From an optimization exercise on the open Yosys and OpenROAD flow, aimed at small area; shortcuts taken in it are not production practice. In this exercise RTL edits were held to simulation tests only and were not proved equivalent to the original. Power and IR drop assume default switching activity.

Setup of job 105:
## ITVM
module ITVM(clk,rst,vehicleType,destination,seatType,numSeat,confirm,paymentMethod,mobileBank,tk50,tk100,tk500,tk1000,cashin,ticket,totalFare, returnMoney);
Size in the first run: about 300 cells after synthesis, ~45 flip-flops, ~69 I/O pins, ~3000 um2 of cells after synthesis.
==> flow/config.mk <==
export PLATFORM = sky130hd
export DESIGN_NAME = ITVM
export DESIGN_NICKNAME = ITVM
export VERILOG_FILES = /design/flow/design.v
export SDC_FILE = /design/flow/constraint.sdc
export NUM_CORES = 4
export LEC_CHECK = 0
export CAP_MARGIN = 20
export CORE_MARGIN = 2
export CORE_UTILIZATION = 75
export SLEW_MARGIN = 20
==> flow/constraint.sdc <==
create_clock -name core_clock -period 10.0 [get_ports {clk}]
set_input_delay 2.0000 -clock core_clock [delete_from_list [all_inputs] [get_ports {clk}]]
set_output_delay 2.0000 -clock core_clock [all_outputs]
set_load 0.01 [all_outputs]
standard.sh (not shown) runs the stock make flow with config.mk's settings and CLKGATE_MAP_FILE= SYNTH_SCRIPT=/design/flow/synth_recipe.tcl, a recipe that flattens the netlist after the stock synthesis.
==> flow/flow/run.sh <==
#!/bin/bash
# The standard layout (standard.sh), with three changes:
#  - synthesis is flow/mysynth.tcl: area-oriented ABC, and a choice of
#    full-adder polarity that saves inverters (flow/rtlil_pol.py);
#  - port buffers are buf_1 cells instead of the default choice;
#  - clock tree synthesis adds no dummy loads to the clock nets.
# Each tool's output is in the ORFS logs under orfs/logs; standard.log has the rest.
set -euo pipefail
here=$(pwd)
bash standard.sh SYNTH_SCRIPT="$here/flow/mysynth.tcl" \
  BUFFER_PORTS_ARGS="-buffer_cell sky130_fd_sc_hd__buf_1" \
  CTS_ARGS="-sink_clustering_enable -repair_clock_nets -dont_use_dummy_load -root_buf sky130_fd_sc_hd__clkbuf_8 -buf_list {sky130_fd_sc_hd__clkbuf_4}" \
  finish > standard.log 2>&1
Other scripts of this flow, unchanged in this note and not shown: flow/flow/abc_area.script, flow/flow/mysynth.tcl, flow/flow/rtlil_pol.py
Modified inputs, job 104 compared to job 105
-- flow/flow/run.sh --
<<< job 105, line 10
bash standard.sh SYNTH_SCRIPT="$here/flow/mysynth.tcl" \
  BUFFER_PORTS_ARGS="-buffer_cell sky130_fd_sc_hd__buf_1" \
  CTS_ARGS="-sink_clustering_enable -repair_clock_nets -dont_use_dummy_load -root_buf sky130_fd_sc_hd__clkbuf_8 -buf_list {sky130_fd_sc_hd__clkbuf_4}" \
  finish > standard.log 2>&1
>>> job 104, line 10
bash standard.sh SYNTH_SCRIPT="$here/flow/mysynth.tcl" \
  BUFFER_PORTS_ARGS="-buffer_cell sky130_fd_sc_hd__buf_1" \
  CTS_ARGS="-sink_clustering_enable -repair_clock_nets -dont_use_dummy_load" \
  finish > standard.log 2>&1
-- flow/config.mk --
<<< job 105, line 8
export CAP_MARGIN = 20
export CORE_MARGIN = 2
export CORE_UTILIZATION = 75
export SLEW_MARGIN = 20
>>> job 104, line 8
export CAP_MARGIN = 20
export CORE_MARGIN = 2
export CORE_UTILIZATION = 40
export SLEW_MARGIN = 20
### Flow results
- From job 105 to job 104 the numbers moved as follows: met1 global-route usage shrank by 19 points, via count of the first global-routing pass shrank by 115, multi-input combinational cell count held steady.
- Buffering stage count on the worst path with inverters included (higher): job 104
- Looking at setup slack across job 105 and job 104, the one that comes out lower is job 105.
- Job 104 finished every stage and its layout cleared the timing, DRC and antenna checks.

========
v12:
ITVM, a different RTL version from the one above (not shown whole).
For scale: ~350 cells after synthesis, ~45 flip-flops, about 69 I/O pins.
clock: 10.0 ns
lec_check: 0
cap_margin: 20
core_margin: 2
core_utilization: 70
slew_margin: 20
==> flow/flow/run.sh <==
#!/bin/bash
# The standard layout (standard.sh), with two changes:
#  - synthesis maps logic with an area-oriented ABC script (flow/mysynth.tcl);
#  - port buffers are buf_1 cells instead of the default choice.
set -euo pipefail
here=$(pwd)
bash standard.sh SYNTH_SCRIPT="$here/flow/mysynth.tcl" \
  BUFFER_PORTS_ARGS="-buffer_cell sky130_fd_sc_hd__buf_1" finish > standard.log 2>&1
==> flow/flow/abc_area.script <==
strash
dch
amap
==> flow/flow/mysynth.tcl <==
# The standard flow's synthesis script (synth_recipe.tcl), with ABC run on an area-oriented
# script (abc_area.script beside this file) instead of ORFS's speed script.
set my_abc_script [file join [file dirname [file normalize [info script]]] abc_area.script]
proc synth {args} { yosys synth -nofsm -noshare {*}$args }
proc abc {args} {
  set i [lsearch $args -script]
  if {$i >= 0} { lset args [expr {$i + 1}] $::my_abc_script }
  yosys abc {*}$args
}
source $::env(SCRIPTS_DIR)/synth.tcl
# left out here: clear keep_hierarchy, flatten, clean up, hide names made inside functions, write 1_2_yosys.v
--- input diff v12..v31 ---
- CTS_BUF_LIST: unset -> sky130_fd_sc_hd__clkbuf_4 sky130_fd_sc_hd__clkbuf_8
- CORE_UTILIZATION: 70 -> 40
[summary]
- Most frequent standard cell in the layout excluding fill and tap cells = sky130_fd_sc_hd__buf_1: v12; most frequent standard cell in the layout excluding fill and tap cells = sky130_fd_sc_hd__clkinv_1: v31
- When v31 is set beside v12, its met2 global-route usage turns out to be 18 points smaller.
- Cmp v12 and v31 / count of clock-buffer cells in the layout / higher: v12
- Sequential share of layout area was lower in the run labelled v31.
- For reported clock group power, v31 and v12 come out practically identical.
Here is what was changed in the inputs of v6 compared with v31.
- a deleted CTS_BUF_LIST that had been sky130_fd_sc_hd__clkbuf_4 sky130_fd_sc_hd__clkbuf_8
==> flow/run.sh (new file) <==
#!/bin/bash
# synth_recipe.tcl (not shown) runs the flow's synth.tcl, then flattens the netlist and writes it again
# the make line also repeats each setting of config.mk as NAME=value (left out here)
make -C /OpenROAD-flow-scripts/flow DESIGN_CONFIG=/design/flow/config.mk WORK_HOME=/design/flow/orfs CLKGATE_MAP_FILE= SYNTH_SCRIPT=/design/flow/synth_recipe.tcl finish
removed: flow/flow/run.sh
removed: flow/flow/abc_area.script
removed: flow/flow/mysynth.tcl
removed: flow/standard.sh
### Flow results
Between v6 and v31, the biggest cell delay along the critical path does not differ in any meaningful way.
In the tables for v6 and v31, ratio of final minimum period to clock period reads lower with v31.
v6 vs v31 — part of the Yosys area used for sequential elements dropped 1.6 points.
Number of clock buffers in the layout is higher on v6
[v6 vs v31] proportion of power drawn by combinational gates: higher in v6
Summary of v6 over v31: post-layout instance count excluding filler cells shows a reduction of 1.7%, global routing usage summed across all routing layers increased 0.19 points, worst setup slack after layout went down by 310 ps, met3 demand-to-capacity share in global routing down 0.24 points.
Relative to v6, the following input files were edited for v18:
==> flow/flow/run.sh (new file) <==
#!/bin/bash
# The standard layout (standard.sh), with two changes:
#  - synthesis maps logic with an area-oriented ABC script (flow/mysynth.tcl);
#  - port buffers are buf_1 cells instead of the default choice.
set -euo pipefail
here=$(pwd)
bash standard.sh SYNTH_SCRIPT="$here/flow/mysynth.tcl" \
  BUFFER_PORTS_ARGS="-buffer_cell sky130_fd_sc_hd__buf_1" finish > standard.log 2>&1
==> flow/flow/abc_area.script (new file) <==
strash
dch
amap
==> flow/flow/mysynth.tcl (new file) <==
# The standard flow's synthesis script (synth_recipe.tcl), with ABC run on an area-oriented
# script (abc_area.script beside this file) instead of ORFS's speed script.
set my_abc_script [file join [file dirname [file normalize [info script]]] abc_area.script]
proc synth {args} { yosys synth -nofsm -noshare {*}$args }
proc abc {args} {
  set i [lsearch $args -script]
  if {$i >= 0} { lset args [expr {$i + 1}] $::my_abc_script }
  yosys abc {*}$args
}
source $::env(SCRIPTS_DIR)/synth.tcl
# left out here: clear keep_hierarchy, flatten, clean up, hide names made inside functions, write 1_2_yosys.v
==> flow/standard.sh (new file) <==
#!/bin/bash
# synth_recipe.tcl (not shown) runs the flow's synth.tcl, then flattens the netlist and writes it again
# the make line also repeats each setting of config.mk as NAME=value (left out here)
make -C /OpenROAD-flow-scripts/flow DESIGN_CONFIG=/design/flow/config.mk WORK_HOME=/design/flow/orfs CLKGATE_MAP_FILE= SYNTH_SCRIPT=/design/flow/synth_recipe.tcl "${@:-finish}"
removed: flow/run.sh
[summary]
Launch point of the worst path = vehicleType[0]: v18; launch point of the worst path = seatType[1]: v6. Xor/xnor share of the synthesized area: v18 vs v6 down 1.6 points. Register-to-register slack: v18 vs v6 up 20 ps. Sort v18 and v6 by simple logic cell fraction of the synthesized area, descending, and v18 comes first. Share of post-route cells with drive strength above 1 in v18 is 2.7 points lower than in v6. Comparing the two runs side by side, v18 comes out ahead of v6 on worst hold margin. v18 — die area 4.8% lower, v6 as reference. On number of setup buffers added after CTS, v18 and v6 are neck and neck. Comparing v18 and v6, the lower register fraction of the total cell area was measured on v6. Taking v6 as the reference point, the share of power burned in registers of v18 rises by 3.2 points.

afterwards: timing with drivers on the ports:
The results above use ideal ports. As a check the final layouts listed here were re-extracted and re-timed, cells and wires unchanged. Step 1 sets driving cells, clkbuf_16 on the clock port and buf_2 on the other inputs (assumed; they add their load-dependent delay and slew). Step 2 times the ports against the registers' clock, not the clock port: input delays grow and output delays shrink by t, the midpoint of the rising clock arrivals with the driver on. a / b / c = no drivers / after step 1 / after step 2; a / b = the first two.
| run | shift t [ns] | setup slack, ns | worst setup path at the end | latest minus earliest clock arrival (ns) |
|---|---|---|---|---|
| job 105 | 0.308 | 0.518 / 0.523 / 0.215 | input to register | 0.019 / 0.019 |
| job 104 | 0.315 | 0.772 / 0.777 / 0.462 | input to register | 0.022 / 0.021 |
| v12 | 0.317 | 0.849 / 0.855 / 0.538 | input to register | 0.005 / 0.005 |
| v31 | 0.320 | 0.916 / 0.919 / 0.600 | input to register | 0.008 / 0.007 |
| v6 | 0.317 | 0.609 / 0.616 / 0.299 | input to register | 0.011 / 0.010 |
| v18 | 0.320 | 0.916 / 0.919 / 0.600 | input to register | 0.008 / 0.007 |
After both steps setup and hold are still met in every run listed.
